From an optimization exercise on the open Yosys and OpenROAD flow, aimed at small area; shortcuts taken in it are not production practice.
The RTL was checked by simulation tests, not by an equivalence proof against the original design.
The clock cells of runs 2 to 6 come from the design's own scripts or RTL, not from TritonCTS.
The flow treats the clock pin as an ideal source. Dropping or thinning the clock tree relies on that and would not hold on a real chip.
Power is estimated from default activity; no workload was simulated.

--- design/flow/design.v ---
module MusicBox(clk,rst,out,debug,control);
input  clk,rst;
input  [7:0] control;
output out;
output [7:0] debug;
reg out;
reg [3:0]  clk_dur;
reg [2:0]  clk_tune;
reg [14:0] cnt;
reg [6:0]  pos;
localparam [6:0] POS0 = 7'd8;
reg [12:0] tune;
function [2:0] inc3;
  input [2:0] x;
  integer i;
  reg c;
  begin
    c = 1'b1;
    for (i = 0; i < 3; i = i + 1) begin
      inc3[i] = x[i] ^ c;
      c = c & x[i];
    end
  end
endfunction
function [3:0] inc4;
  input [3:0] x;
  integer i;
  reg c;
  begin
    c = 1'b1;
    for (i = 0; i < 4; i = i + 1) begin
      inc4[i] = x[i] ^ c;
      c = c & x[i];
    end
  end
endfunction
function [6:0] inc7;
  input [6:0] x;
  integer i;
  reg c;
  begin
    c = 1'b1;
    for (i = 0; i < 7; i = i + 1) begin
      inc7[i] = x[i] ^ c;
      c = c & x[i];
    end
  end
endfunction
function [14:0] inc15;
  input [14:0] x;
  integer i;
  reg c;
  begin
    c = 1'b1;
    for (i = 0; i < 15; i = i + 1) begin
      inc15[i] = x[i] ^ c;
      c = c & x[i];
    end
  end
endfunction
function [12:0] inc13;
  input [12:0] x;
  integer i;
  reg c;
  begin
    c = 1'b1;
    for (i = 0; i < 13; i = i + 1) begin
      inc13[i] = x[i] ^ c;
      c = c & x[i];
    end
  end
endfunction
reg [3:0] ti;
always @(*)
  case (pos)
      7'd0: ti = 4'd1;
      7'd1: ti = 4'd2;
      7'd2: ti = 4'd3;
      7'd3: ti = 4'd0;
      7'd4: ti = 4'd3;
      7'd5: ti = 4'd0;
      7'd6: ti = 4'd3;
      7'd7: ti = 4'd4;
      7'd8: ti = 4'd1;
      7'd9: ti = 4'd2;
      7'd10: ti = 4'd3;
      7'd11: ti = 4'd0;
      7'd12: ti = 4'd3;
      7'd13: ti = 4'd0;
      7'd14: ti = 4'd3;
      7'd15: ti = 4'd4;
      7'd16: ti = 4'd5;
      7'd17: ti = 4'd0;
      7'd18: ti = 4'd5;
      7'd19: ti = 4'd0;
      7'd20: ti = 4'd5;
      7'd21: ti = 4'd6;
      7'd22: ti = 4'd4;
      7'd23: ti = 4'd0;
      7'd24: ti = 4'd4;
      7'd25: ti = 4'd0;
      7'd26: ti = 4'd3;
      7'd27: ti = 4'd2;
      7'd28: ti = 4'd2;
      7'd29: ti = 4'd3;
      7'd30: ti = 4'd0;
      7'd31: ti = 4'd0;
      7'd32: ti = 4'd1;
      7'd33: ti = 4'd2;
      7'd34: ti = 4'd3;
      7'd35: ti = 4'd0;
      7'd36: ti = 4'd3;
      7'd37: ti = 4'd0;
      7'd38: ti = 4'd3;
      7'd39: ti = 4'd4;
      7'd40: ti = 4'd1;
      7'd41: ti = 4'd2;
      7'd42: ti = 4'd3;
      7'd43: ti = 4'd0;
      7'd44: ti = 4'd3;
      7'd45: ti = 4'd0;
      7'd46: ti = 4'd3;
      7'd47: ti = 4'd4;
      7'd48: ti = 4'd5;
      7'd49: ti = 4'd0;
      7'd50: ti = 4'd5;
      7'd51: ti = 4'd0;
      7'd52: ti = 4'd5;
      7'd53: ti = 4'd6;
      7'd54: ti = 4'd4;
      7'd55: ti = 4'd0;
      7'd56: ti = 4'd4;
      7'd57: ti = 4'd0;
      7'd58: ti = 4'd3;
      7'd59: ti = 4'd2;
      7'd60: ti = 4'd2;
      7'd61: ti = 4'd3;
      7'd62: ti = 4'd0;
      7'd63: ti = 4'd0;
      7'd64: ti = 4'd1;
      7'd65: ti = 4'd2;
      7'd66: ti = 4'd3;
      7'd67: ti = 4'd0;
      7'd68: ti = 4'd3;
      7'd69: ti = 4'd0;
      7'd70: ti = 4'd3;
      7'd71: ti = 4'd5;
      7'd72: ti = 4'd1;
      7'd73: ti = 4'd2;
      7'd74: ti = 4'd3;
      7'd75: ti = 4'd0;
      7'd76: ti = 4'd3;
      7'd77: ti = 4'd0;
      7'd78: ti = 4'd3;
      7'd79: ti = 4'd5;
      7'd80: ti = 4'd6;
      7'd81: ti = 4'd0;
      7'd82: ti = 4'd6;
      7'd83: ti = 4'd0;
      7'd84: ti = 4'd6;
      7'd85: ti = 4'd7;
      7'd86: ti = 4'd8;
      7'd87: ti = 4'd0;
      7'd88: ti = 4'd8;
      7'd89: ti = 4'd0;
      7'd90: ti = 4'd7;
      7'd91: ti = 4'd6;
      7'd92: ti = 4'd7;
      7'd93: ti = 4'd3;
      7'd94: ti = 4'd0;
      7'd95: ti = 4'd0;
      7'd96: ti = 4'd3;
      7'd97: ti = 4'd4;
      7'd98: ti = 4'd5;
      7'd99: ti = 4'd0;
      7'd100: ti = 4'd5;
      7'd101: ti = 4'd0;
      7'd102: ti = 4'd6;
      7'd103: ti = 4'd0;
      7'd104: ti = 4'd3;
      7'd105: ti = 4'd4;
      7'd106: ti = 4'd5;
      7'd107: ti = 4'd0;
      7'd108: ti = 4'd5;
      7'd109: ti = 4'd0;
      7'd110: ti = 4'd6;
      7'd111: ti = 4'd0;
      7'd112: ti = 4'd7;
      7'd113: ti = 4'd3;
      7'd114: ti = 4'd0;
      7'd115: ti = 4'd0;
      7'd116: ti = 4'd3;
      7'd117: ti = 4'd5;
      7'd118: ti = 4'd4;
      7'd119: ti = 4'd0;
      7'd120: ti = 4'd4;
      7'd121: ti = 4'd0;
      7'd122: ti = 4'd3;
      7'd123: ti = 4'd2;
      7'd124: ti = 4'd3;
      7'd125: ti = 4'd0;
      7'd126: ti = 4'd3;
      7'd127: ti = 4'd0;
  endcase
reg [12:0] tone;
always @(*)
  case (ti)
    4'd0: tone = 13'd0;
    4'd1: tone = 13'd4584;
    4'd2: tone = 13'd3822;
    4'd3: tone = 13'd3405;
    4'd4: tone = 13'd3034;
    4'd5: tone = 13'd2865;
    4'd6: tone = 13'd2551;
    4'd7: tone = 13'd2273;
    4'd8: tone = 13'd2148;
    4'd9: tone = 13'd2148;
    4'd10: tone = 13'd2148;
    4'd11: tone = 13'd2148;
    4'd12: tone = 13'd2148;
    4'd13: tone = 13'd2148;
    4'd14: tone = 13'd2148;
    4'd15: tone = 13'd2148;
  endcase
assign debug = tone[7:0];
wire [14:0] cinc = inc15(cnt);    
wire [6:0] pinc = inc7(pos);
wire fin   = pos[0] & pos[2] & pos[3] & pos[4] & pos[5] & pos[6];    
wire split = (pos == 7'd30) | (pos == 7'd62) | (pos == 7'd94) | (pos == 7'd114);
wire rest  = (ti == 4'd0);
wire ge3   = clk_dur[3] | clk_dur[2] | (clk_dur[1] & clk_dur[0]);
wire ge4   = clk_dur[3] | clk_dur[2];
wire ge6   = clk_dur[3] | (clk_dur[2] & clk_dur[1]);
wire ge12  = clk_dur[3] & clk_dur[2];
reg  tick;
always @(*)
  case (control[7:4])
    4'b1110: tick = ge3;
    4'b1101: tick = ge4;
    4'b1011: tick = ge6;
    4'b0111: tick = ge12;
    default: tick = ge4;
  endcase
wire ev    = (clk_tune == 3'd4);
wire last  = cnt[14] & cnt[13];
wire eq    = &(tune | ~tone);
always @(posedge clk or negedge rst)
  if (!rst) begin
    clk_dur <= 0; clk_tune <= 0;
  end else begin
    clk_dur <= tick ? 4'd0 : inc4(clk_dur);
    clk_tune <= ev ? 3'd0 : inc3(clk_tune);
  end
always @(posedge clk or negedge rst)
  if (!rst) begin
    cnt <= 0; pos <= POS0;
  end else if (tick) begin
    cnt <= {last ? 2'b00 : cinc[14:13], cinc[12:1], last ? split : cinc[0]};
    if (last) if (!fin) pos <= {pinc[6:4], pinc[3] | (&pos[4:0]), pinc[2:0]};
  end
always @(posedge clk or negedge rst)
  if (!rst) begin
    tune <= 0; out <= 1'b1;
  end else begin
    if (last | (ev & eq)) tune <= 0;
    else if (ev) tune <= inc13(tune);
    if (rest) out <= 1'b1;
    else if (!last & ev & eq) out <= ~out;
  end
endmodule
--- design/flow/flow/run.sh ---
#!/bin/bash
# Own layout flow: the standard flow (standard.sh) with three changes:
#  - synthesis maps logic with an area-oriented ABC script (flow/synth.tcl)
#    and without the half/full adder extraction;
#  - port buffers use the smallest buffer cell;
#  - the clock tree has no dummy loads, and after CTS flow/post_cts.tcl feeds the leaf clock
#    buffers straight from the clock port and sizes them down where slew allows.
# make's full output goes to own_flow.log; each ORFS step keeps its own log under orfs/logs.
set -euo pipefail
W=$(pwd)
sed "s#SYNTH_SCRIPT=[^ ]*#SYNTH_SCRIPT=$W/flow/synth.tcl#" standard.sh > own_standard.sh
bash own_standard.sh \
  "BUFFER_PORTS_ARGS=-buffer_cell sky130_fd_sc_hd__buf_1" \
  "CTS_ARGS=-sink_clustering_enable -repair_clock_nets -dont_use_dummy_load -buf_list sky130_fd_sc_hd__clkbuf_8" \
  "POST_CTS_TCL=$W/flow/post_cts.tcl" \
  finish > own_flow.log 2>&1
--- design/flow/flow/post_cts.tcl ---
set root [get_cells -quiet clkbuf_0_clk]
if {[llength $root] == 1} {
  set in_net [get_nets -of_objects [get_pins clkbuf_0_clk/A]]
  set out_net [get_nets -of_objects [get_pins clkbuf_0_clk/X]]
  set loads [get_pins -quiet -of_objects $out_net -filter "direction==input"]
  set leaves_only 1
  foreach pin $loads {
    if {![string match clkbuf_* [get_name [get_cells -of_objects $pin]]]} { set leaves_only 0 }
  }
  if {[llength $loads] <= 4 && $leaves_only} {
    foreach pin $loads {
      disconnect_pin $out_net $pin
      connect_pin $in_net $pin
    }
    disconnect_pin $in_net [get_pins clkbuf_0_clk/A]
    delete_instance $root
    delete_net $out_net
  }
}

proc leaf_slew {leaf} {
  set net [get_nets -of_objects [get_pins [get_name $leaf]/X]]
  set worst 0.0
  foreach p [get_pins -of_objects $net -filter "direction==input"] {
    set s [get_property $p slew_max]
    if {$s > $worst} { set worst $s }
  }
  return $worst
}

set slew_target 0.095
estimate_parasitics -placement
foreach leaf [get_cells -quiet clkbuf_*] {
  set orig [get_property $leaf ref_name]
  foreach size {sky130_fd_sc_hd__clkbuf_2 sky130_fd_sc_hd__clkbuf_4} {
    replace_cell $leaf $size
    estimate_parasitics -placement
    if {[leaf_slew $leaf] <= $slew_target} { break }
    replace_cell $leaf $orig
    estimate_parasitics -placement
  }
  puts "clock leaf [get_name $leaf]: [get_property $leaf ref_name], slew [leaf_slew $leaf]"
}
--- design/flow/flow/synth.tcl ---
# The standard synthesis (synth_recipe.tcl), except for the technology mapping: no
# half/full adder extraction, and ABC maps the logic after &deepsyn (AIG optimisation).
# &deepsyn is tried with several random seeds; the mapping with the least cell area is kept.
proc synth {args} { yosys synth -nofsm -noshare {*}$args }
set ::own_seeds {1 2 3 4}
set ::own_deepsyn_s 45
proc abc {args} {
  set i [lsearch -exact $args -script]
  set best_area ""
  set best_seed ""
  yosys design -save own_pre_abc
  foreach seed $::own_seeds {
    set script [file join $::env(OBJECTS_DIR) own_abc_$seed.script]
    set f [open $script w]
    puts $f "strash\n&get -n\n&deepsyn -T $::own_deepsyn_s -S $seed\n&put\nstrash\n&get -n\n&dch -f\n&nf -R 1000\n&put"
    close $f
    yosys design -load own_pre_abc
    if {$i >= 0} { lset args [expr {$i + 1}] $script }
    yosys abc {*}$args
    set st [tee -q -s result.string stat {*}$::lib_args]
    if {[regexp {Chip area for module '[^']*': ([0-9.]+)} $st -> area]} {
      puts "own synthesis: deepsyn seed $seed gives cell area $area"
      if {$best_area eq "" || $area < $best_area} {
        set best_area $area
        set best_seed $seed
        yosys design -save own_best
      }
    }
  }
  puts "own synthesis: keeping deepsyn seed $best_seed (cell area $best_area)"
  yosys design -load own_best
}
set ::env(ADDER_MAP_FILE) ""
source $::env(SCRIPTS_DIR)/synth.tcl
# left out here: clear keep_hierarchy, flatten, clean up, hide names made inside functions, write 1_2_yosys.v
--- design/flow/standard.sh ---
#!/bin/bash
# synth_recipe.tcl (not shown) runs the flow's synth.tcl, then flattens the netlist and writes it again
# the make line also repeats each setting of config.mk as NAME=value (left out here)
make -C /OpenROAD-flow-scripts/flow DESIGN_CONFIG=/design/flow/config.mk WORK_HOME=/design/flow/orfs CLKGATE_MAP_FILE= SYNTH_SCRIPT=/design/flow/synth_recipe.tcl "${@:-finish}"
--- design/flow/config.mk ---
export PLATFORM = sky130hd
export DESIGN_NAME = MusicBox
export DESIGN_NICKNAME = MusicBox
export VERILOG_FILES = /design/flow/design.v
export SDC_FILE = /design/flow/constraint.sdc
export NUM_CORES = 4
export LEC_CHECK = 0
export CAP_MARGIN = 20
export CORE_MARGIN = 2
export CORE_UTILIZATION = 60
export SLEW_MARGIN = 20
--- design/flow/constraint.sdc ---
create_clock -name core_clock -period 10.0 [get_ports {clk}]
set_input_delay 2.0000 -clock core_clock [delete_from_list [all_inputs] [get_ports {clk}]]
set_output_delay 2.0000 -clock core_clock [all_outputs]
set_load 0.01 [all_outputs]
==> results_dict.tcl, run 1 <==
set metrics [dict create \
    vias 1712 \
    pwr-share-comb_pct 11.7 \
    worst_pin_slew_ps 918 \
    gp_congestion 0.958 \
    status "timing/DRC/antenna clean" \
    p_seq_share_pct 64.1 \
    clk_pin_slew_worst_paths_ps 80 \
    async_flop_share_pct 100 \
    die_x_um 63.3 \
    pwr-share-clk_pct 24.2 \
    hp-class "register to register" \
    yosys_register_bits 43 \
    synth_edf_count 0 \
    top_layer "met4" \
    ys_warn_count 1 \
    insertion_delay_ps 140 \
    first_global_vias 1552 \
    stdcell_area_mm2 0.00229 \
    met3WireLength_um 178 \
    wire_per_inst_um 13.5 \
    core_mm2 0.00336 \
    yosysTopAreaCell "dfrtp_1" \
    worstPathCellList "and2_0 -> nor2_1 -> o311ai_0 -> a21oi_1 -> a21oi_1 -> a32oi_1 -> nor4b_2 -> nor2b_1 -> a22oi_1 -> a21oi_1 -> o21ai_0 -> xor2_1 -> buf_1" \
    num_rows 21 \
    synth_area_leaders "dfrtp_1 49%, nor2_1 6.2%, a21oi_1 5.4%" \
    wl_met1_um 1900 \
    ioPinCount 19 \
    cpMostUsedCell "a21oi_1" \
    totalWireLength_um 4000 \
    antenna_found_initial 0 \
    cts_sinks 43 \
    fp.dieArea_mm2 0.00401 \
    post_dp_cell_area_mm2 0.00222 \
    viasPerCell 5.78 \
    critical_path.startpoint_type "register" \
    dr.pass1.iters 4 \
    synth_top_area_share_pct 48.5 \
    synth_cell_type_count 32 \
    relSlewSlack_pct 38.8 \
    grt_pass1_wl_um 6880 \
    syn_area_per_cell_um2 9.11 \
    power_switching_share_pct 24.1 \
    die_y_um 63.3 \
    internal_power_uw 247 \
    dpl.hpwl_um 2830 \
    power_density_mw_per_mm2 142 \
    finalSetupViolCount 0 \
    drc 0 \
    critPathMaxFanout 11 \
    grt_use_total_pct 21.4 \
    synth_fp_nets 242 \
    crit_arrival_ps 4040 \
    ir_drop_mv 0.0855 \
    fin_crit_sh_pct 60.4 \
    end_kind "primary output" \
    cpPeakStageDelay_ps 600 \
    critPathKind "register to primary output" \
    final.min_clock_period_ps 6040 \
    ys.flop_type "dfrtp_1" \
    wl_met2_um 1860 \
    slowest_stage "nor4b_2" \
    finalHoldViolCount 0 \
    final_max_slew_viol_count 0 \
    start_util_pct 62.8 \
    rsz0062_at_grt "false" \
    drt_iter0_drc 106 \
    cp.required_ps 8000 \
    yosysSeqAreaShare_pct 51.0 \
    syn_inst 232 \
    max_freq_mhz 166 \
    num_antenna_cells 0 \
    power.leakage_nw 1.01 \
    grt_max_degree 44 \
    final_cell_mix "41 x dfrtp_1, 35 x nor2_1, 29 x nand2_1" \
    maxCapViolCount 0 \
    drtAntennaViolNets 0 \
    io_buffers 14 \
    p_switching_uw 78.2 \
    final_nets 262 \
    finalClockSkew_ps 11.1 \
    synth_area_mm2 0.00211 \
    final_common_cell "dfrtp_1" \
    syn_to_final_growth_pct 8.17 \
    overflow 0 \
    drive_gt1_share_pct 3.20 \
    setup-tns-final_ps 0 \
]
-- per-layer routing --
metal	up-vias	global-route usage, %
met2	50	33.2
li1	855	-
met3	8	3.39
met5	-	0
met1	799	31.1
met4	0	6.52
-- area by class of cell --
type                       count  area [um2]
clock buffer                   4        55.1
fill                         287        1080
inverter                       6        22.5
multi-input combinational    183        1020
sequential                    43        1080
tap                           46        57.6
timing repair buffer          14        53.8
-- cell families after synthesis --
| logic type | count (synthesis) | share of synthesized area [%] |
|---|---|---|
| AND/OR/NAND/NOR | 109 | 24.2 |
| AO/OA/AOI/OAI | 53 | 15.0 |
| flip-flops | 43 | 51.0 |
| XOR/XNOR | 21 | 8.70 |
| buffers and inverters | 6 | 1.07 |
-- metrics by stage --
step | std cells | worst slack (ps) | power (mW) | hold slack (ps) | utilization, %
2_1_floorplan | 232 | 4490 | 0.238 | 446 | -
3_3_place_gp | 292 | 3840 | 0.246 | 459 | 66.1
3_5_place_dp | 292 | 3860 | 0.250 | 471 | 66.1
5_1_grt | 296 | 3510 | 0.345 | 510 | 68.0
6_report | 296 | 3960 | 0.325 | 476 | 68.0
-- final timing paths --
path	from	cells after the start	slack, ps	endpoint
setup / recovery	pos[1]$_DFFE_PN0P_	13	3960	debug[5]
hold / removal	cnt[7]$_DFFE_PN0N_	1	480	cnt[7]$_DFFE_PN0N_
setup reg to reg	pos[1]$_DFFE_PN0P_	15	5360	tune[3]$_DFFE_PN0P_
hold reg to reg	cnt[7]$_DFFE_PN0N_	1	480	cnt[7]$_DFFE_PN0N_
max in group asynchronous	rst	1	7430	pos[5]$_DFFE_PN0P_
min in group asynchronous	rst	1	1990	clk_dur[1]$_DFF_PN0_
-- worst max-delay path, delay by kind of cell (launching register included) --
family	cells	cell delay, ps
XOR/XNOR	1	260
flip-flops	1	540
AO/OA/AOI/OAI	7	1510
AND/OR/NAND/NOR	4	1400
buffers and inverters	1	180
-- state kept, by name (all words and copies together) (netlist names) --
name,flops
cnt,15
tune,13
out,1
clk_tune,3
clk_dur,4
pos,7
-- Yosys cell counts (all sizes together), types with 2 or more instances --
master  instances
nand3          10
nand2          29
a31oi           5
o211ai          2
nor3b           2
nor2           35
a32oi           2
nor3           10
and4            2
o21ai          12
dfstp           2
xor2            8
a21oi          23
and3            6
clkinv          6
nor2b           5
dfrtp          41
nand2b          3
xnor2          13
and2            4
-- power by group through the flow --
stage / registers [mW] / clock network [mW] / logic [mW]
6_report: 0.208 / 0.0786 / 0.0379
5_1_grt: 0.212 / 0.0897 / 0.0440
3_5_place_dp: 0.211 / 0 / 0.0386
3_3_place_gp: 0.210 / 0 / 0.0363
2_1_floorplan: 0.208 / 0 / 0.0297
==> inputs of run 2 (changes only) <==
==> design/flow/flow/run.sh (replaced) <==
#!/bin/bash
set -euo pipefail
W=$(pwd)
sed "s#SYNTH_SCRIPT=[^ ]*#SYNTH_SCRIPT=$W/flow/synth.tcl#" standard.sh > own_standard.sh
bash own_standard.sh \
  "BUFFER_PORTS_ARGS=-buffer_cell sky130_fd_sc_hd__buf_1" \
  "CTS_ARGS=-sink_clustering_enable -repair_clock_nets -dont_use_dummy_load -buf_list sky130_fd_sc_hd__clkbuf_8" \
  "POST_CTS_TCL=$W/flow/post_cts.tcl" \
  finish > own_flow.log 2>&1
==> design/flow/flow/post_cts.tcl (replaced) <==
set own_slew_target 0.105
set own_bufs {sky130_fd_sc_hd__clkbuf_2 sky130_fd_sc_hd__clkbuf_4 sky130_fd_sc_hd__clkbuf_8 sky130_fd_sc_hd__clkbuf_16}
set block [ord::get_db_block]
set db [ord::get_db]
set port_net [$block findNet clk]

# 1. take apart the tree: walk the clock net from the port through the buffers CTS made;
#    every buffer on it goes, and the registers' clock pins are left unconnected
set sinks {}
set todo [list $port_net]
while {[llength $todo]} {
  set net [lindex $todo 0]
  set todo [lrange $todo 1 end]
  foreach it [$net getITerms] {
    set inst [$it getInst]
    set m [[$inst getMaster] getName]
    if {[string match sky130_fd_sc_hd__clkbuf_* $m] && [[$it getMTerm] getName] eq "A"} {
      set out [[$inst findITerm X] getNet]
      $it disconnect
      if {$out ne "NULL"} {
        [$inst findITerm X] disconnect
        lappend todo $out
      }
      odb::dbInst_destroy $inst
    } else {
      $it disconnect
      lappend sinks $it
    }
  }
  if {$net ne $port_net} { odb::dbNet_destroy $net }
}
puts "recluster: [llength $sinks] clock sinks"

proc sink_xy {it} {
  set b [[$it getInst] getBBox]
  return [list [expr {([$b xMin] + [$b xMax]) / 2.0}] [expr {([$b yMin] + [$b yMax]) / 2.0}]]
}

# 2. k-means on the register locations (deterministic start: sinks sorted by x+y)
proc kmeans {pts k} {
  set n [llength $pts]
  set order [lsort -real -index 0 [lmap p $pts {list [expr {[lindex $p 0] + [lindex $p 1]}] $p}]]
  set cent {}
  for {set j 0} {$j < $k} {incr j} {
    lappend cent [lindex $order [expr {int(($j + 0.5) * $n / $k)}] 1]
  }
  for {set iter 0} {$iter < 50} {incr iter} {
    set assign {}
    foreach p $pts {
      set best 0; set bd 1e30
      for {set j 0} {$j < $k} {incr j} {
        set c [lindex $cent $j]
        set d [expr {abs([lindex $p 0] - [lindex $c 0]) + abs([lindex $p 1] - [lindex $c 1])}]
        if {$d < $bd} { set bd $d; set best $j }
      }
      lappend assign $best
    }
    set newc {}
    for {set j 0} {$j < $k} {incr j} {
      set sx 0.0; set sy 0.0; set cnt 0
      foreach p $pts a $assign {
        if {$a == $j} { set sx [expr {$sx + [lindex $p 0]}]; set sy [expr {$sy + [lindex $p 1]}]; incr cnt }
      }
      if {$cnt > 0} { lappend newc [list [expr {$sx / $cnt}] [expr {$sy / $cnt}]] } else { lappend newc [lindex $cent $j] }
    }
    set cent $newc
  }
  return [list $assign $cent]
}

set pts [lmap it $sinks {sink_xy $it}]
set k [expr {min(4, [llength $sinks])}]
lassign [kmeans $pts $k] assign cent

# 3. one buffer per group, at the group's centre, fed by the port
for {set j 0} {$j < $k} {incr j} {
  set master [$db findMaster sky130_fd_sc_hd__clkbuf_8]
  set inst [odb::dbInst_create $block $master clkbuf_own_$j]
  set net [odb::dbNet_create $block clknet_own_$j]
  $net setSigType CLOCK
  [$inst findITerm A] connect $port_net
  [$inst findITerm X] connect $net
  set c [lindex $cent $j]
  $inst setLocation [expr {int([lindex $c 0])}] [expr {int([lindex $c 1])}]
  $inst setPlacementStatus PLACED
  foreach it $sinks a $assign {
    if {$a == $j} { $it connect $net }
  }
}
detailed_placement
estimate_parasitics -placement

proc leaf_slew {name} {
  set worst 0.0
  foreach p [get_pins -of_objects [get_nets -of_objects [get_pins $name/X]] -filter "direction==input"] {
    set s [get_property $p slew_max]
    if {$s > $worst} { set worst $s }
  }
  return $worst
}
# 4. smallest buffer per group that meets the slew target
for {set j 0} {$j < $k} {incr j} {
  set name clkbuf_own_$j
  foreach size $own_bufs {
    replace_cell [get_cells $name] $size
    estimate_parasitics -placement
    if {[leaf_slew $name] <= $own_slew_target} { break }
  }
  puts "recluster: $name [get_property [get_cells $name] ref_name], slew [leaf_slew $name]"
}
detailed_placement
==> results_dict.tcl, run 2 <==
set metrics [dict create \
    hold_path_depth 1 \
    syn_to_final_growth_pct 7.58 \
    relSlewSlack_pct 39.1 \
    power.leakage_nw 1.01 \
    synthSimpleGateAreaFrac_pct 24.2 \
    maxCapViolCount 0 \
    core_mm2 0.00336 \
    worstPathCellList "and2_0 -> nor2_1 -> o311ai_0 -> a21oi_1 -> a21oi_1 -> a32oi_1 -> nor4b_2 -> nor2b_1 -> a22oi_1 -> a21oi_1 -> o21ai_0 -> xor2_1 -> buf_1" \
    ys.flop_type "dfrtp_1" \
    yosysSeqAreaShare_pct 51.0 \
    status "timing/DRC/antenna clean" \
    totalWireLength_um 3950 \
    syn_area_per_cell_um2 9.11 \
    synth_fp_nets 242 \
    syn_inst 232 \
    reg.largest.list "cnt (15), tune (13), pos (7)" \
    cpPeakStageDelay_ps 590 \
    final_nets 262 \
    finalSetupViolCount 0 \
    yosys_register_bits 43 \
    final_max_slew_viol_count 0 \
    crit_cells 13 \
    insertion_delay_ps 150 \
    muxShareOfSynthArea_pct 0 \
    synth_compound_area_share_pct 15.0 \
    synth_adder_area_share_pct 0 \
    critPathMaxFanout 11 \
    overflow 0 \
    cp_num_buf_inv 1 \
    cpMostUsedCell "a21oi_1" \
    setup-tns-final_ps 0 \
    viasPerCell 5.76 \
    vias 1706 \
    finalClockSkew_ps 13.9 \
    drt_iter0_drc 110 \
    grt_use_total_pct 21.4 \
    yosysTopAreaCell "dfrtp_1" \
    dr.pass1.iters 4 \
    slowest_stage "nor4b_2" \
    cp.required_ps 8000 \
    synth_area_leaders "dfrtp_1 49%, nor2_1 6.2%, a21oi_1 5.4%" \
    largest_reg_flops 15 \
    drtAntennaViolNets 0 \
    ir_drop_mv 0.0574 \
    final_cell_mix "41 x dfrtp_1, 35 x nor2_1, 29 x nand2_1" \
    crit_arrival_ps 4050 \
    synth_top_area_share_pct 48.5 \
    async_flop_share_pct 100 \
    power_density_mw_per_mm2 138 \
    io_buffers 14 \
    drive_gt1_share_pct 3.20 \
    grt_max_degree 44 \
    cts_sinks 43 \
    drc 0 \
    fin_crit_sh_pct 60.5 \
    start_util_pct 62.8 \
    grt_pass1_wl_um 6870 \
    gp_congestion 0.958 \
    fp.dieArea_mm2 0.00401 \
    worst_pin_slew_ps 914 \
    finalHoldViolCount 0 \
    final_common_cell "dfrtp_1" \
    final_util_pct 67.6 \
    yosysMostFrequentCell "dfrtp_1" \
    synth_area_mm2 0.00211 \
    final.min_clock_period_ps 6050 \
    synth_cell_type_count 32 \
    hp-class "register to register" \
    synth_top_family_by_area "simple AND/OR/NAND/NOR gates" \
    die_x_um 63.3 \
    ys_warn_count 1 \
    critPathKind "register to primary output" \
    dpl.hpwl_um 2830 \
    top_register "cnt" \
    first_global_vias 1557 \
    num_antenna_cells 0 \
    num_rows 21 \
    critical_path.top_delay_family "compound AO/OA/AOI/OAI gates" \
    synth_xor_area_share_pct 8.70 \
    synth_edf_count 0 \
    critical_path.startpoint_type "register" \
    r2r_cells 15 \
    wire_per_inst_um 13.3 \
    clk_pin_slew_worst_paths_ps 90 \
    die_y_um 63.3 \
    antenna_found_initial 0 \
    end_kind "primary output" \
    ioPinCount 19 \
    rsz0062_at_grt "false" \
    max_freq_mhz 165 \
    synth_common_cells "41 x dfrtp_1, 35 x nor2_1, 29 x nand2_1, 23 x a21oi_1, 13 x xnor2_1" \
]
-- run 2: cell counts after synthesis --
No cell type changed its count.
-- run 2: stage by stage --
stage / std cells / power [mW] / cell area [um2] / setup WS, ps / hold slack (ps)
floorplan: 232 / 0.238 / 2110 / 4490 / 446
global placement: 292 / 0.246 / 2220 / 3840 / 459
detailed placement: 292 / 0.250 / 2220 / 3860 / 471
global route: 296 / 0.336 / 2270 / 3480 / 511
finish: 296 / 0.313 / 2270 / 3950 / 476
-- run 2: per-layer routing --
| metal | vias up | global-route usage [%] | share of wire, % |
|---|---|---|---|
| met5 | - | 0 | 0 |
| met4 | 0 | 6.25 | 0.63 |
| met3 | 3 | 3.39 | 4.9 |
| met2 | 45 | 33.2 | 47 |
| met1 | 802 | 31.3 | 47 |
| li1 | 856 | - | - |
-- run 2: final timing paths --
| path | slack (ps) | from | to |
|---|---|---|---|
| max | 3950 | pos[1]$_DFFE_PN0P_ | debug[5] |
| min | 480 | cnt[7]$_DFFE_PN0N_ | cnt[7]$_DFFE_PN0N_ |
| max reg2reg | 5360 | pos[1]$_DFFE_PN0P_ | tune[9]$_DFFE_PN0P_ |
| min reg2reg | 480 | cnt[7]$_DFFE_PN0N_ | cnt[7]$_DFFE_PN0N_ |
| max in group asynchronous | 7440 | rst | tune[8]$_DFFE_PN0P_ |
| min in group asynchronous | 1980 | rst | pos[2]$_DFFE_PN0P_ |
-- run 2: area by class of cell --
type / count / area [um2]
Multi-Input combinational cell: 183 / 1020
Fill cell: 290 / 1090
Timing Repair Buffer: 14 / 53.8
Sequential cell: 43 / 1080
Tap cell: 46 / 57.6
Buffer: 4 / 42.5
Inverter: 6 / 22.5
-- run 2: power by group --
part	total (mW)	internal, mW	switching [mW]	leakage, nW
sequential	0.208	0.192	0.0165	0.563
clock	0.0672	0.0279	0.0393	0.0236
combinational	0.0379	0.0182	0.0197	0.419
total	0.313	0.238	0.0755	1.01
-- run 2: cells by family (layout without fill, tap and decap cells) --
family	count (synthesis)	count (layout)
simple gates	109	109
compound gates	53	53
flops	43	43
xor+xnor	21	21
buf+inv	6	24
==> inputs of run 3 (changes only) <==
--- a/design/flow/design.v
+++ b/design/flow/design.v
@@ -264,3 +264,3 @@
   end else begin
-    if (last | (ev & eq)) tune <= 0;
+    if (last | rest | (ev & eq)) tune <= 0;    
     else if (ev) tune <= inc13(tune);
--- a/design/flow/flow/synth.tcl
+++ b/design/flow/flow/synth.tcl
@@ -4,3 +4,3 @@
 proc synth {args} { yosys synth -nofsm -noshare {*}$args }
-set ::own_seeds {1 2 3 4}
+set ::own_seeds {1 2 3 4 5 6 7 8}
 set ::own_deepsyn_s 45
==> results_dict.tcl, run 3 <==
set metrics [dict create \
    status "timing/DRC/antenna clean" \
    relSlewSlack_pct 38.5 \
    synth_fp_nets 235 \
    seqCellArea_mm2 0.00108 \
    finalSetupViolCount 0 \
    reg.largest.list "cnt (15), tune (13), pos (7)" \
    num_rows 21 \
    regToRegStartpoint "pos[1]$_DFFE_PN0P_" \
    postLayoutSetupSlackWorst_ps 4960 \
    critical_path.startpoint_type "register" \
    pwr-share-clk_pct 22.0 \
    startpoint "pos[1]$_DFFE_PN0P_" \
    reg2reg_to "tune[9]$_DFFE_PN0P_" \
    fin_crit_sh_pct 50.4 \
    place_ws_ps 5210 \
    syn_area_per_cell_um2 9.20 \
    power_switching_share_pct 24.4 \
    syn_to_final_growth_pct 7.43 \
    syn_inst 225 \
    viasPerCell 5.81 \
    fp.dieArea_mm2 0.00394 \
    finalClockSkew_ps 16.5 \
    critical_path.top_delay_family "simple AND/OR/NAND/NOR gates" \
    crit_cells 12 \
    yosysSeqAreaShare_pct 52.1 \
    worst_pin_slew_ps 923 \
    p_switching_uw 76.5 \
    yosysTopAreaCell "dfrtp_1" \
    power_uw 314 \
    gp_congestion 0.839 \
    insertion_delay_ps 150 \
    async_flop_share_pct 100 \
    r2r_cells 16 \
    max_freq_mhz 198 \
    drc 0 \
    dr.pass1.iters 5 \
    final.min_clock_period_ps 5040 \
    hp-class "register to register" \
    antenna_found_initial 0 \
    first_global_vias 1634 \
    dpl.hpwl_um 2970 \
    maxCapViolCount 0 \
    synth_area_mm2 0.00207 \
    overflow 0 \
    end_kind "primary output" \
    final_nets 255 \
    power.leakage_nw 1.02 \
    yosys_register_bits 43 \
    clk_pin_slew_worst_paths_ps 90 \
    cpPeakStageDelay_ps 490 \
    grt_pass1_wl_um 7230 \
    start_util_pct 62.1 \
    num_antenna_cells 0 \
    synth_cell_type_count 34 \
    drt_iter0_drc 195 \
    synth_common_cells "41 x dfrtp_1, 36 x nor2_1, 27 x nand2_1, 15 x a21oi_1, 15 x nor3_1" \
    worstPathCellList "nor2_1 -> nor3_1 -> nor4_1 -> nor4_1 -> a21oi_1 -> a21boi_0 -> o21ai_0 -> nand2b_1 -> nor2_1 -> o21ai_0 -> clkinv_1 -> buf_1" \
    io_buffers 14 \
    drive_gt1_share_pct 2.88 \
    die_y_um 62.7 \
    ir_drop_mv 0.155 \
    grt_max_degree 44 \
    top_register "cnt" \
    critPathMaxFanout 10 \
    totalWireLength_um 4040 \
    endpoint "debug[2]" \
    vias 1678 \
    final_cell_mix "41 x dfrtp_1, 36 x nor2_1, 27 x nand2_1" \
    critPathKind "register to primary output" \
    ioPinCount 19 \
    yosysMostFrequentCell "dfrtp_1" \
    final_common_cell "dfrtp_1" \
    drtAntennaViolNets 0 \
    largest_reg_flops 15 \
    core_mm2 0.00334 \
    dp.cells 285 \
    multi_input_area_um2 970 \
    pwr-share-comb_pct 12.0 \
    rsz0062_at_grt "false" \
    ys.flop_type "dfrtp_1" \
    fin_cells 289 \
    wire_per_inst_um 14.0 \
    die_x_um 62.7 \
    cp.required_ps 8000 \
    setup-tns-final_ps 0 \
    regToRegSetupSlack_ps 5690 \
    power_density_mw_per_mm2 141 \
    fillerInstances 269 \
    crit_arrival_ps 3040 \
    slowest_stage "dfrtp_1" \
    p_seq_share_pct 66.0 \
    internal_power_uw 237 \
    final_max_slew_viol_count 0 \
    synth_edf_count 0 \
    finalHoldViolCount 0 \
    synth_area_leaders "dfrtp_1 50%, nor2_1 6.5%, xnor2_1 5.1%" \
    grt_use_total_pct 23.0 \
    cts_sinks 43 \
    cp_num_buf_inv 2 \
    synth_top_area_share_pct 49.5 \
    ys_warn_count 1 \
]
## run 3: cell types whose count changed in the layout (fill, tap and decap cells not counted), sizes merged, moves of 3 or more
cell / change
nand3: -3
and3: +4
a21oi: -8
nor3: +5
## run 3: worst reg2reg max path, cell delays in order, from the launching register on
cell and delay, ps:
dfrtp_1 490, nor2_1 300, nor3_1 110, nor4_1 340, nor4_1 90, a21oi_1 240
a21boi_0 330, o21ai_0 180, nand2b_1 140, nor2_1 70, o21ai_0 310, clkinv_1 140
o21ai_0 180, a21oi_1 90, o31ai_1 350, nand3_1 470, a311oi_1 360
## run 3: cells by family after synthesis
| kind of cell | share of synthesized area, % |
|---|---|
| DFF | 52.1 |
| and+or+nand+nor | 24.5 |
| xor gates and xnor gates | 8.46 |
| AOI/OAI and AO/OA | 13.8 |
| buffers and inverters | 1.09 |
## run 3: worst min path at each step
| stage | from | end | slack (ps) | depth (start not counted) |
|---|---|---|---|---|
| final | cnt[11]$_DFFE_PN0N_ | cnt[11]$_DFFE_PN0N_ | 480 | 1 |
| after floorplan | cnt[10]$_DFFE_PN0N_ | cnt[10]$_DFFE_PN0N_ | 450 | 1 |
| after detailed placement | cnt[11]$_DFFE_PN0N_ | cnt[11]$_DFFE_PN0N_ | 470 | 1 |
| after global placement | cnt[7]$_DFFE_PN0N_ | cnt[7]$_DFFE_PN0N_ | 460 | 1 |
| after global routing | cnt[12]$_DFFE_PN0N_ | cnt[12]$_DFFE_PN0N_ | 520 | 1 |
## run 3: layer usage
layer	track usage, %	vias to the layer above	part of all wire [%]
li1	-	825	-
met3	4.50	4	2.8
met1	29.2	809	45
met2	39.1	40	51
met5	0	-	0
met4	8.89	0	0.89
## run 3: power groups by stage
stage	clock (mW)	combinational (mW)	sequential, mW
5_1_grt	0.0774	0.0434	0.210
6_report	0.0691	0.0376	0.207
3_3_place_gp	0	0.0355	0.208
2_1_floorplan	0	0.0284	0.207
3_5_place_dp	0	0.0382	0.210
## run 3: layout make-up
| class | instances | share of cell area (%) |
|---|---|---|
| multi-input cells | 176 | 43.6 |
| well taps | 46 | 2.59 |
| repair buffers | 14 | 2.42 |
| inverters | 6 | 1.01 |
| plain buffers | 4 | 1.91 |
| flip-flops and latches | 43 | 48.5 |
## run 3: per-stage QoR
step	area (um2)	util, %	hold WS, ps
2_1_floorplan	2070	-	446
3_3_place_gp	2180	65.4	459
3_5_place_dp	2180	65.4	471
5_1_grt	2220	66.7	518
6_report	2220	66.7	483
==> inputs of run 4 (changes only) <==
--- a/design/flow/config.mk
+++ b/design/flow/config.mk
@@ -7,5 +7,5 @@
 export LEC_CHECK = 0
-export CAP_MARGIN = 20
+export CAP_MARGIN = 5
 export CORE_MARGIN = 2
 export CORE_UTILIZATION = 60
-export SLEW_MARGIN = 20
+export SLEW_MARGIN = 5
==> results_dict.tcl, run 4 <==
set metrics [dict create \
    status "timing/DRC/antenna clean" \
    totalWireLength_um 4040 \
    drive_gt1_share_pct 2.88 \
    synth_edf_count 0 \
    relSlewSlack_pct 31.1 \
    pwr-share-comb_pct 12.0 \
    ys_warn_count 1 \
    async_flop_share_pct 100 \
    grt_pass1_wl_um 7230 \
    syn_inst 225 \
    antenna_found_initial 0 \
    start_util_pct 62.1 \
    fin_crit_sh_pct 50.4 \
    yosys_register_bits 43 \
    worst_pin_slew_ps 1030 \
    p_switching_uw 76.5 \
    slowest_stage "dfrtp_1" \
    finalHoldViolCount 0 \
    power_uw 313 \
    critical_path.startpoint_type "register" \
    synth_area_leaders "dfrtp_1 50%, nor2_1 6.5%, xnor2_1 5.1%" \
    finalSetupViolCount 0 \
    fp.dieArea_mm2 0.00394 \
    critPathMaxFanout 10 \
    syn_area_per_cell_um2 9.20 \
    overflow 0 \
    wire_per_inst_um 14.0 \
    die_x_um 62.7 \
    regToRegStartpoint "pos[1]$_DFFE_PN0P_" \
    rsz0062_at_grt "false" \
    clk_pin_slew_worst_paths_ps 90 \
    largest_reg_flops 15 \
    num_antenna_cells 0 \
    first_global_vias 1634 \
    final_common_cell "dfrtp_1" \
    yosysSeqAreaShare_pct 52.1 \
    endpoint "debug[2]" \
    yosysTopAreaCell "dfrtp_1" \
    r2r_cells 16 \
    finalClockSkew_ps 16.5 \
    final.min_clock_period_ps 5040 \
    dr.pass1.iters 5 \
    synth_top_area_share_pct 49.5 \
    power_density_mw_per_mm2 141 \
    maxCapViolCount 0 \
    end_kind "primary output" \
    power_switching_share_pct 24.4 \
    grt_max_degree 44 \
    p_seq_share_pct 66.0 \
    final_nets 255 \
    startpoint "pos[1]$_DFFE_PN0P_" \
    synth_cell_type_count 34 \
    ys.flop_type "dfrtp_1" \
    drt_iter0_drc 195 \
    internal_power_uw 237 \
    core_mm2 0.00334 \
    synth_common_cells "41 x dfrtp_1, 36 x nor2_1, 27 x nand2_1, 15 x a21oi_1, 15 x nor3_1" \
    dpl.hpwl_um 2970 \
    die_y_um 62.7 \
    worstPathCellList "nor2_1 -> nor3_1 -> nor4_1 -> nor4_1 -> a21oi_1 -> a21boi_0 -> o21ai_0 -> nand2b_1 -> nor2_1 -> o21ai_0 -> clkinv_1 -> buf_1" \
    hp-class "register to register" \
    insertion_delay_ps 150 \
    gp_congestion 0.839 \
    cts_sinks 43 \
    power.leakage_nw 1.02 \
    final_max_slew_viol_count 0 \
    reg2reg_to "tune[9]$_DFFE_PN0P_" \
    fillerInstances 269 \
    cp.required_ps 8000 \
    max_freq_mhz 198 \
    syn_to_final_growth_pct 7.43 \
    viasPerCell 5.81 \
    top_register "cnt" \
    synth_area_mm2 0.00207 \
    vias 1678 \
    io_buffers 14 \
    ir_drop_mv 0.155 \
    final_cell_mix "41 x dfrtp_1, 36 x nor2_1, 27 x nand2_1" \
    drc 0 \
    crit_arrival_ps 3040 \
    yosysMostFrequentCell "dfrtp_1" \
    drtAntennaViolNets 0 \
    cpPeakStageDelay_ps 490 \
    pwr-share-clk_pct 22.0 \
    synth_fp_nets 235 \
    grt_use_total_pct 23.0 \
    reg.largest.list "cnt (15), tune (13), pos (7)" \
    num_rows 21 \
    setup-tns-final_ps 0 \
    ioPinCount 19 \
    critPathKind "register to primary output" \
    regToRegSetupSlack_ps 5690 \
]
[run 4: cell counts after synthesis]
No cell type changed its count.
[run 4: layer usage]
layer | track usage, % | wire length [um]
met5 | 0 | 0
met3 | 4.50 | 114
met2 | 39.1 | 2070
met1 | 29.2 | 1820
met4 | 8.89 | 36
[run 4: cell families (layout without fill, tap and decap cells)]
logic type	count (synthesis)	after routing	synth area share, %
buffers and inverters	6	24	1.09
and+or+nand+nor	110	110	24.5
xor gates and xnor gates	20	20	8.46
DFF	43	43	52.1
AOI/OAI and AO/OA	46	46	13.8
[run 4: stage by stage]
stage / cell area (um2) / std cells / hold WS, ps / worst slack (ps) / util [%]
floorplan: 2070 / 225 / 446 / 5630 / -
global placement: 2180 / 285 / 459 / 5230 / 65.4
detailed placement: 2180 / 285 / 471 / 5210 / 65.4
global route: 2220 / 289 / 518 / 4550 / 66.7
finish: 2220 / 289 / 483 / 4960 / 66.7
[run 4: layout make-up]
cell class,instances,area (um2),area share [%]
sequential,43,1080,48.5
timing repair buffer,14,53.8,2.42
inverter,6,22.5,1.01
multi-input combinational,176,970,43.6
buffer,4,42.5,1.91
tap,46,57.6,2.59
[run 4: worst min-delay path by stage]
stage,startpoint,endpoint,slack (ps),cells past startpoint
2_1_floorplan,cnt[10]$_DFFE_PN0N_,cnt[10]$_DFFE_PN0N_,450,1
3_3_place_gp,cnt[7]$_DFFE_PN0N_,cnt[7]$_DFFE_PN0N_,460,1
3_5_place_dp,cnt[11]$_DFFE_PN0N_,cnt[11]$_DFFE_PN0N_,470,1
5_1_grt,cnt[12]$_DFFE_PN0N_,cnt[12]$_DFFE_PN0N_,520,1
6_report,cnt[11]$_DFFE_PN0N_,cnt[11]$_DFFE_PN0N_,480,1
[run 4: critical path, delay by kind of cell, from the launching register on]
family          cells  cell delay (ps)
compound gates      4             1050
simple gates        6             1050
flops               1              490
buf+inv             2              290
[run 4: power by group through the flow]
| stage | registers (mW) | clock network, mW | logic [mW] |
|---|---|---|---|
| 2_1_floorplan | 0.207 | 0 | 0.0284 |
| 3_3_place_gp | 0.208 | 0 | 0.0355 |
| 3_5_place_dp | 0.210 | 0 | 0.0382 |
| 5_1_grt | 0.210 | 0.0774 | 0.0434 |
| 6_report | 0.207 | 0.0691 | 0.0376 |
==> inputs of run 5 (changes only) <==
==> design/flow/flow/synth.tcl (replaced) <==
# The standard synthesis (synth_recipe.tcl), except for the technology mapping: no
# half/full adder extraction, and ABC maps the logic after &deepsyn (AIG optimisation).
# The search keeps the smallest mapping: round 1 runs &deepsyn with several random seeds;
# each later round starts from the best AIG so far and runs &deepsyn again with each seed,
# until a round finds nothing smaller.
proc synth {args} { yosys synth -nofsm -noshare {*}$args }
set ::own_seeds {1 2 3 4 5 6 7 8}
set ::own_rounds 3
set ::own_deepsyn_s 45
proc own_area {} {
  set st [tee -q -s result.string stat {*}$::lib_args]
  if {[regexp {Chip area for module '[^']*': ([0-9.]+)} $st -> area]} { return $area }
  return ""
}
proc abc {args} {
  set i [lsearch -exact $args -script]
  set dir $::env(OBJECTS_DIR)
  set best_area ""
  set best_aig ""
  yosys design -save own_pre_abc
  for {set round 1} {$round <= $::own_rounds} {incr round} {
    set start_aig $best_aig
    set improved 0
    foreach seed $::own_seeds {
      set aig [file join $dir own_r${round}_s${seed}.aig]
      set script [file join $dir own_r${round}_s${seed}.script]
      set f [open $script w]
      puts $f "strash\n&get -n"
      # ABC names the network after the file it reads; Yosys wants it named "netlist",
      # so the best AIG is read back through a copy of that name in the current folder
      if {$start_aig ne ""} { puts $f "&r $start_aig\n&w netlist.aig\n&r netlist.aig" }
      puts $f "&deepsyn -T $::own_deepsyn_s -S $seed\n&w $aig\n&put\nstrash\n&get -n\n&dch -f\n&nf -R 1000\n&put"
      close $f
      yosys design -load own_pre_abc
      set old_dir [pwd]
      cd $dir
      if {$i >= 0} { lset args [expr {$i + 1}] $script }
      yosys abc {*}$args
      cd $old_dir
      set area [own_area]
      puts "own synthesis: round $round seed $seed gives cell area $area"
      if {$area ne "" && ($best_area eq "" || $area < $best_area)} {
        set best_area $area
        set best_aig $aig
        set improved 1
        yosys design -save own_best
      }
    }
    if {!$improved} { break }
  }
  puts "own synthesis: keeping $best_aig (cell area $best_area)"
  yosys design -load own_best
}
set ::env(ADDER_MAP_FILE) ""
source $::env(SCRIPTS_DIR)/synth.tcl
# left out here: clear keep_hierarchy, flatten, clean up, hide names made inside functions, write 1_2_yosys.v
--- a/design/flow/config.mk
+++ b/design/flow/config.mk
@@ -7,5 +7,5 @@
 export LEC_CHECK = 0
-export CAP_MARGIN = 5
+export CAP_MARGIN = 20
 export CORE_MARGIN = 2
 export CORE_UTILIZATION = 60
-export SLEW_MARGIN = 5
+export SLEW_MARGIN = 20
==> results_dict.tcl, run 5 <==
set metrics [dict create \
    first_global_vias 1621 \
    synthSimpleGateAreaFrac_pct 20.9 \
    io_buffers 14 \
    num_antenna_cells 0 \
    final_nets 248 \
    synth_xor_area_share_pct 8.54 \
    synth_compound_area_share_pct 16.0 \
    top_register "cnt" \
    drc 0 \
    cts_sinks 43 \
    power_density_mw_per_mm2 142 \
    finalSetupViolCount 0 \
    ys_warn_count 1 \
    finalHoldViolCount 0 \
    vias 1649 \
    core_mm2 0.00331 \
    final_common_cell "dfrtp_1" \
    setup-tns-final_ps 0 \
    num_rows 21 \
    fin_cells 282 \
    hold_path_depth 1 \
    critical_path.top_delay_family "compound AO/OA/AOI/OAI gates" \
    end_kind "primary output" \
    die_x_um 62.5 \
    synth_top_family_by_area "simple AND/OR/NAND/NOR gates" \
    rsz0062_at_grt "false" \
    largest_reg_flops 15 \
    grt_pass1_wl_um 6960 \
    ir_drop_mv 0.0794 \
    maxCapViolCount 0 \
    yosysSeqAreaShare_pct 52.6 \
    fin_crit_sh_pct 53.9 \
    power_uw 313 \
    critical_path.startpoint_type "register" \
    pwr-share-clk_pct 21.7 \
    worstHoldStart "cnt[10]$_DFFE_PN0N_" \
    timing.hold.ws_ps 475 \
    final.min_clock_period_ps 5390 \
    finalClockSkew_ps 24.4 \
    synth_fp_nets 228 \
    critPathKind "register to primary output" \
    syn_area_per_cell_um2 9.41 \
    gp_congestion 0.886 \
    insertion_delay_ps 160 \
    ioPinCount 19 \
    startpoint "pos[0]$_DFFE_PN0P_" \
    synth_common_cells "41 x dfrtp_1, 29 x nor2_1, 24 x nand2_1, 15 x a21oi_1" \
    power.leakage_nw 0.994 \
    drtAntennaViolNets 0 \
    drive_gt1_share_pct 2.97 \
    wire_per_inst_um 13.8 \
    cp_num_buf_inv 1 \
    synth_edf_count 0 \
    synth_area_mm2 0.00205 \
    status "timing/DRC/antenna clean" \
    synth_cell_type_count 35 \
    max_freq_mhz 185 \
    hp-class "register to register" \
    yosysMostFrequentCell "dfrtp_1" \
    die_y_um 62.5 \
    start_util_pct 62.0 \
    dr.pass1.iters 4 \
    slowest_stage "o21ai_0" \
    yosys_register_bits 43 \
    p_seq_share_pct 66.2 \
    internal_power_uw 237 \
    critPathMaxFanout 7 \
    viasPerCell 5.85 \
    worstPathCellList "mux2_1 -> o21ai_0 -> a21oi_1 -> o21ai_0 -> o211ai_1 -> nand2b_1 -> a21oi_1 -> nor2_1 -> nor3_1 -> nor2_1 -> buf_1" \
    dp.cells 278 \
    drt_iter0_drc 98 \
    syn_inst 218 \
    final_max_slew_viol_count 0 \
    whs_endpoint "cnt[10]$_DFFE_PN0N_" \
    synth_area_leaders "dfrtp_1 50%, xnor2_1 5.5%, nor2_1 5.3%" \
    syn_to_final_growth_pct 7.50 \
    muxShareOfSynthArea_pct 0.549 \
    reg2reg_to "tune[8]$_DFFE_PN0P_" \
    crit_arrival_ps 3390 \
    cp.required_ps 8000 \
    async_flop_share_pct 100 \
    regToRegSetupSlack_ps 5270 \
    fp.dieArea_mm2 0.00390 \
    p_switching_uw 75.6 \
    final_cell_mix "41 x dfrtp_1, 29 x nor2_1, 24 x nand2_1" \
    ys.flop_type "dfrtp_1" \
    synth_top_area_share_pct 50.0 \
    dpl.hpwl_um 2850 \
    grt_use_total_pct 22.5 \
    fillerInstances 299 \
    regToRegStartpoint "pos[0]$_DFFE_PN0P_" \
    worst_pin_slew_ps 924 \
    relSlewSlack_pct 38.4 \
    yosysTopAreaCell "dfrtp_1" \
    antenna_found_initial 0 \
    pwr-share-comb_pct 12.1 \
    synth_adder_area_share_pct 0 \
    reg.largest.list "cnt (15), tune (13), pos (7)" \
    overflow 0 \
    grt_max_degree 44 \
    r2r_cells 15 \
    totalWireLength_um 3880 \
    cpPeakStageDelay_ps 600 \
    clk_pin_slew_worst_paths_ps 80 \
    power_switching_share_pct 24.2 \
]
-- run 5: cell types whose count changed after synthesis, sizes merged, moves of 3 or more --
cell   delta
and3      -3
nand2     -3
nand3     +5
nor2      -7
nor3      -3
-- run 5: final cells by class --
type	instances	area [um2]	area share, %
Sequential cell	43	1080	48.9
Buffer	4	42.5	1.93
Multi-Input combinational cell	167	943	42.8
Inverter	8	30.0	1.36
Tap cell	46	57.6	2.61
Timing Repair Buffer	14	53.8	2.44
-- run 5: through the flow --
| step | cell area, um2 | setup slack, ps | utilization (%) |
|---|---|---|---|
| 6_report | 2210 | 4610 | 66.6 |
| 5_1_grt | 2210 | 4290 | 66.6 |
| 3_5_place_dp | 2160 | 4820 | 65.3 |
| 3_3_place_gp | 2160 | 4960 | 65.3 |
| 2_1_floorplan | 2050 | 5420 | - |
-- run 5: power groups by stage --
stage	sequential, mW	combinational [mW]	clock (mW)
floorplan	0.207	0.0287	0
global route	0.210	0.0436	0.0769
detailed placement	0.210	0.0380	0
global placement	0.208	0.0361	0
finish	0.207	0.0377	0.0680
-- run 5: cells by family after synthesis --
logic type,after synthesis
AO/OA/AOI/OAI,52
buffers and inverters,8
XOR/XNOR,20
AND/OR/NAND/NOR,94
flip-flops,43
multiplexers,1
-- run 5: metal layers --
metal  track usage [%]  part of all wire [%]
met4              8.06                   1.6
met1              28.3                    45
met3              7.21                   3.7
met5                 0                     0
met2              36.7                    50
-- run 5: how the worst max path moves through the flow --
stage               endpoint  slack [ps]  cells past startpoint
floorplan           debug[2]        5420                     10
global placement    debug[2]        4960                     11
detailed placement  debug[2]        4820                     11
global route        debug[2]        4290                     11
finish              debug[2]        4610                     11
==> inputs of run 6 (changes only) <==
--- a/design/flow/flow/post_cts.tcl
+++ b/design/flow/flow/post_cts.tcl
@@ -1,2 +1,2 @@
-set own_slew_target 0.105
+set own_slew_target 0.112
 set own_bufs {sky130_fd_sc_hd__clkbuf_2 sky130_fd_sc_hd__clkbuf_4 sky130_fd_sc_hd__clkbuf_8 sky130_fd_sc_hd__clkbuf_16}
@@ -40,3 +40,6 @@
 proc kmeans {pts k} {
+  # k-means with balanced groups: each round assigns the registers to the group centres in
+  # order of distance, at most ceil(n/k) registers per group.
   set n [llength $pts]
+  set cap [expr {($n + $k - 1) / $k}]
   set order [lsort -real -index 0 [lmap p $pts {list [expr {[lindex $p 0] + [lindex $p 1]}] $p}]]
@@ -47,11 +50,18 @@
   for {set iter 0} {$iter < 50} {incr iter} {
-    set assign {}
+    set pairs {}
+    set i 0
     foreach p $pts {
-      set best 0; set bd 1e30
       for {set j 0} {$j < $k} {incr j} {
         set c [lindex $cent $j]
-        set d [expr {abs([lindex $p 0] - [lindex $c 0]) + abs([lindex $p 1] - [lindex $c 1])}]
-        if {$d < $bd} { set bd $d; set best $j }
+        lappend pairs [list [expr {abs([lindex $p 0] - [lindex $c 0]) + abs([lindex $p 1] - [lindex $c 1])}] $i $j]
       }
-      lappend assign $best
+      incr i
+    }
+    set assign [lrepeat $n -1]
+    set fill [lrepeat $k 0]
+    foreach pr [lsort -real -index 0 $pairs] {
+      lassign $pr d i j
+      if {[lindex $assign $i] >= 0 || [lindex $fill $j] >= $cap} { continue }
+      lset assign $i $j
+      lset fill $j [expr {[lindex $fill $j] + 1}]
     }
==> results_dict.tcl, run 6 <==
set metrics [dict create \
    synth_area_leaders "dfrtp_1 50%, xnor2_1 5.5%, nor2_1 5.3%" \
    critPathKind "register to primary output" \
    syn_area_per_cell_um2 9.41 \
    yosysSeqAreaShare_pct 52.6 \
    finalHoldViolCount 0 \
    yosys_register_bits 43 \
    drt_iter0_drc 117 \
    cts_sinks 43 \
    ys_warn_count 1 \
    dp.cells 278 \
    antenna_found_initial 0 \
    final_common_cell "dfrtp_1" \
    setup-tns-final_ps 0 \
    fp.dieArea_mm2 0.00390 \
    whs_endpoint "cnt[7]$_DFFE_PN0N_" \
    reg.largest.list "cnt (15), tune (13), pos (7)" \
    totalWireLength_um 3870 \
    worst_pin_slew_ps 929 \
    num_antenna_cells 0 \
    grt_max_degree 44 \
    top_register "cnt" \
    io_buffers 14 \
    core_mm2 0.00331 \
    clk_pin_slew_worst_paths_ps 100 \
    die_y_um 62.5 \
    regToRegStartpoint "pos[0]$_DFFE_PN0P_" \
    yosysTopAreaCell "dfrtp_1" \
    viasPerCell 5.85 \
    hold_path_depth 1 \
    final_max_slew_viol_count 0 \
    final_nets 248 \
    relSlewSlack_pct 38.1 \
    drive_gt1_share_pct 2.97 \
    power_density_mw_per_mm2 141 \
    dr.pass1.iters 4 \
    ioPinCount 19 \
    start_util_pct 62.0 \
    synth_top_area_share_pct 50.0 \
    worstHoldStart "cnt[7]$_DFFE_PN0N_" \
    synth_common_cells "41 x dfrtp_1, 29 x nor2_1, 24 x nand2_1, 15 x a21oi_1" \
    fin_cells 282 \
    rsz0062_at_grt "false" \
    ir_drop_mv 0.112 \
    hp-class "register to register" \
    async_flop_share_pct 100 \
    cp.required_ps 8000 \
    gp_congestion 0.886 \
    synth_area_mm2 0.00205 \
    synth_cell_type_count 35 \
    drc 0 \
    die_x_um 62.5 \
    reg2reg_to "tune[8]$_DFFE_PN0P_" \
    synth_edf_count 0 \
    dpl.hpwl_um 2850 \
    maxCapViolCount 0 \
    postLayoutSetupSlackWorst_ps 4570 \
    first_global_vias 1607 \
    r2r_cells 15 \
    drtAntennaViolNets 0 \
    critical_path.startpoint_type "register" \
    stdcell_area_mm2 0.00220 \
    num_rows 21 \
    synth_fp_nets 228 \
    syn_inst 218 \
    fin_crit_sh_pct 54.3 \
    vias 1649 \
    finalClockSkew_ps 21.2 \
    place_ws_ps 4820 \
    ys.flop_type "dfrtp_1" \
    final_cell_mix "41 x dfrtp_1, 29 x nor2_1, 24 x nand2_1" \
    syn_to_final_growth_pct 7.20 \
    insertion_delay_ps 160 \
    overflow 0 \
    end_kind "primary output" \
    power.leakage_nw 0.991 \
    fillerInstances 301 \
    post_dp_cell_area_mm2 0.00216 \
    regToRegSetupSlack_ps 5210 \
    final.min_clock_period_ps 5430 \
    crit_arrival_ps 3430 \
    finalSetupViolCount 0 \
    largest_reg_flops 15 \
    wire_per_inst_um 13.7 \
    yosysMostFrequentCell "dfrtp_1" \
    status "timing/DRC/antenna clean" \
    grt_pass1_wl_um 6960 \
    grt_use_total_pct 22.4 \
    critPathMaxFanout 7 \
    max_freq_mhz 184 \
]
run 6: cell counts after synthesis:
Identical to the previous run, type by type.
run 6: cells by family after synthesis:
kind of cell | share of synthesized area (%)
DFF | 52.6
buffers and inverters | 1.46
AOI/OAI and AO/OA | 16.0
muxes | 0.549
xor gates and xnor gates | 8.54
and+or+nand+nor | 20.9
run 6: layout make-up:
type                       instances  area, um2  share of cell area (%)
sequential                        43       1080                    49.0
multi-input combinational        167        943                    42.9
tap                               46       57.6                    2.62
timing repair buffer              14       53.8                    2.45
buffer                             4       36.3                    1.65
inverter                           8       30.0                    1.37
run 6: worst max-delay path by stage:
| stage | cells after the start | slack, ps | start | end |
|---|---|---|---|---|
| 2_1_floorplan | 10 | 5420 | pos[0]$_DFFE_PN0P_ | debug[2] |
| 3_3_place_gp | 11 | 4960 | pos[0]$_DFFE_PN0P_ | debug[2] |
| 3_5_place_dp | 11 | 4820 | pos[0]$_DFFE_PN0P_ | debug[2] |
| 5_1_grt | 11 | 4260 | pos[0]$_DFFE_PN0P_ | debug[2] |
| 6_report | 11 | 4570 | pos[0]$_DFFE_PN0P_ | debug[2] |
run 6: metrics by stage:
stage | utilization, % | hold slack, ps | power (mW)
after floorplan | - | 446 | 0.235
after global placement | 65.3 | 460 | 0.244
after detailed placement | 65.3 | 466 | 0.248
after global routing | 66.4 | 506 | 0.326
final | 66.4 | 483 | 0.311
run 6: where the power goes:
part	internal [mW]	switching, mW	total [mW]	leakage [nW]
registers	0.192	0.0151	0.207	0.558
logic	0.0174	0.0203	0.0377	0.412
clock network	0.0236	0.0426	0.0662	0.0210
total	0.233	0.0780	0.311	0.991
run 6: critical path, stage by stage, from the launching register on:
cell and delay, ps:
dfrtp_1 470, mux2_1 340, o21ai_0 240, a21oi_1 150, o21ai_0 610, o211ai_1 320
nand2b_1 220, a21oi_1 90, nor2_1 300, nor3_1 160, nor2_1 200, buf_1 180
run 6: per-layer routing:
| metal | vias up | wire, um | track usage [%] |
|---|---|---|---|
| met1 | 791 | 1800 | 28.9 |
| li1 | 816 | - | - |
| met4 | 0 | 55 | 7.78 |
| met2 | 35 | 1880 | 36.6 |
| met3 | 7 | 146 | 5.95 |
| met5 | - | 0 | 0 |

[separate check: timing with driven ports]
The results above use ideal ports. As a check the final layouts listed here were re-extracted and re-timed, cells and wires unchanged. Step 1 assumes that a clkbuf_16 drives the clock port and a buf_2 every other input. Step 2 adds t to the input delays and takes it off the output delays; t is the mean of the earliest and latest rising clock arrival at the registers after step 1. Input paths then give back, and output paths get back, about the clock's delay inside the block. Three values: no drivers, after step 1, after step 2; two values: the first two.
| run | t, ns | slack for setup (ns) | latest minus earliest clock arrival (ns) | slew at the worst register clock pin (ns) | pins driven straight from the clock port |
|---|---|---|---|---|---|
| run 1 | 0.183 | 3.961 / 3.910 / 4.094 | 0.011 / 0.011 | 0.08 / 0.08 | 4 |
| run 2 | 0.192 | 3.955 / 3.909 / 4.101 | 0.013 / 0.014 | 0.09 / 0.09 | 4 |
| run 3 | 0.191 | 4.957 / 4.913 / 5.103 | 0.017 / 0.017 | 0.09 / 0.09 | 4 |
| run 4 | 0.191 | 4.957 / 4.913 / 5.103 | 0.017 / 0.017 | 0.09 / 0.09 | 4 |
| run 5 | 0.198 | 4.606 / 4.554 / 4.751 | 0.025 / 0.025 | 0.10 / 0.10 | 4 |
| run 6 | 0.202 | 4.567 / 4.519 / 4.721 | 0.021 / 0.021 | 0.10 / 0.10 | 4 |
After both steps every run listed still meets setup and hold.
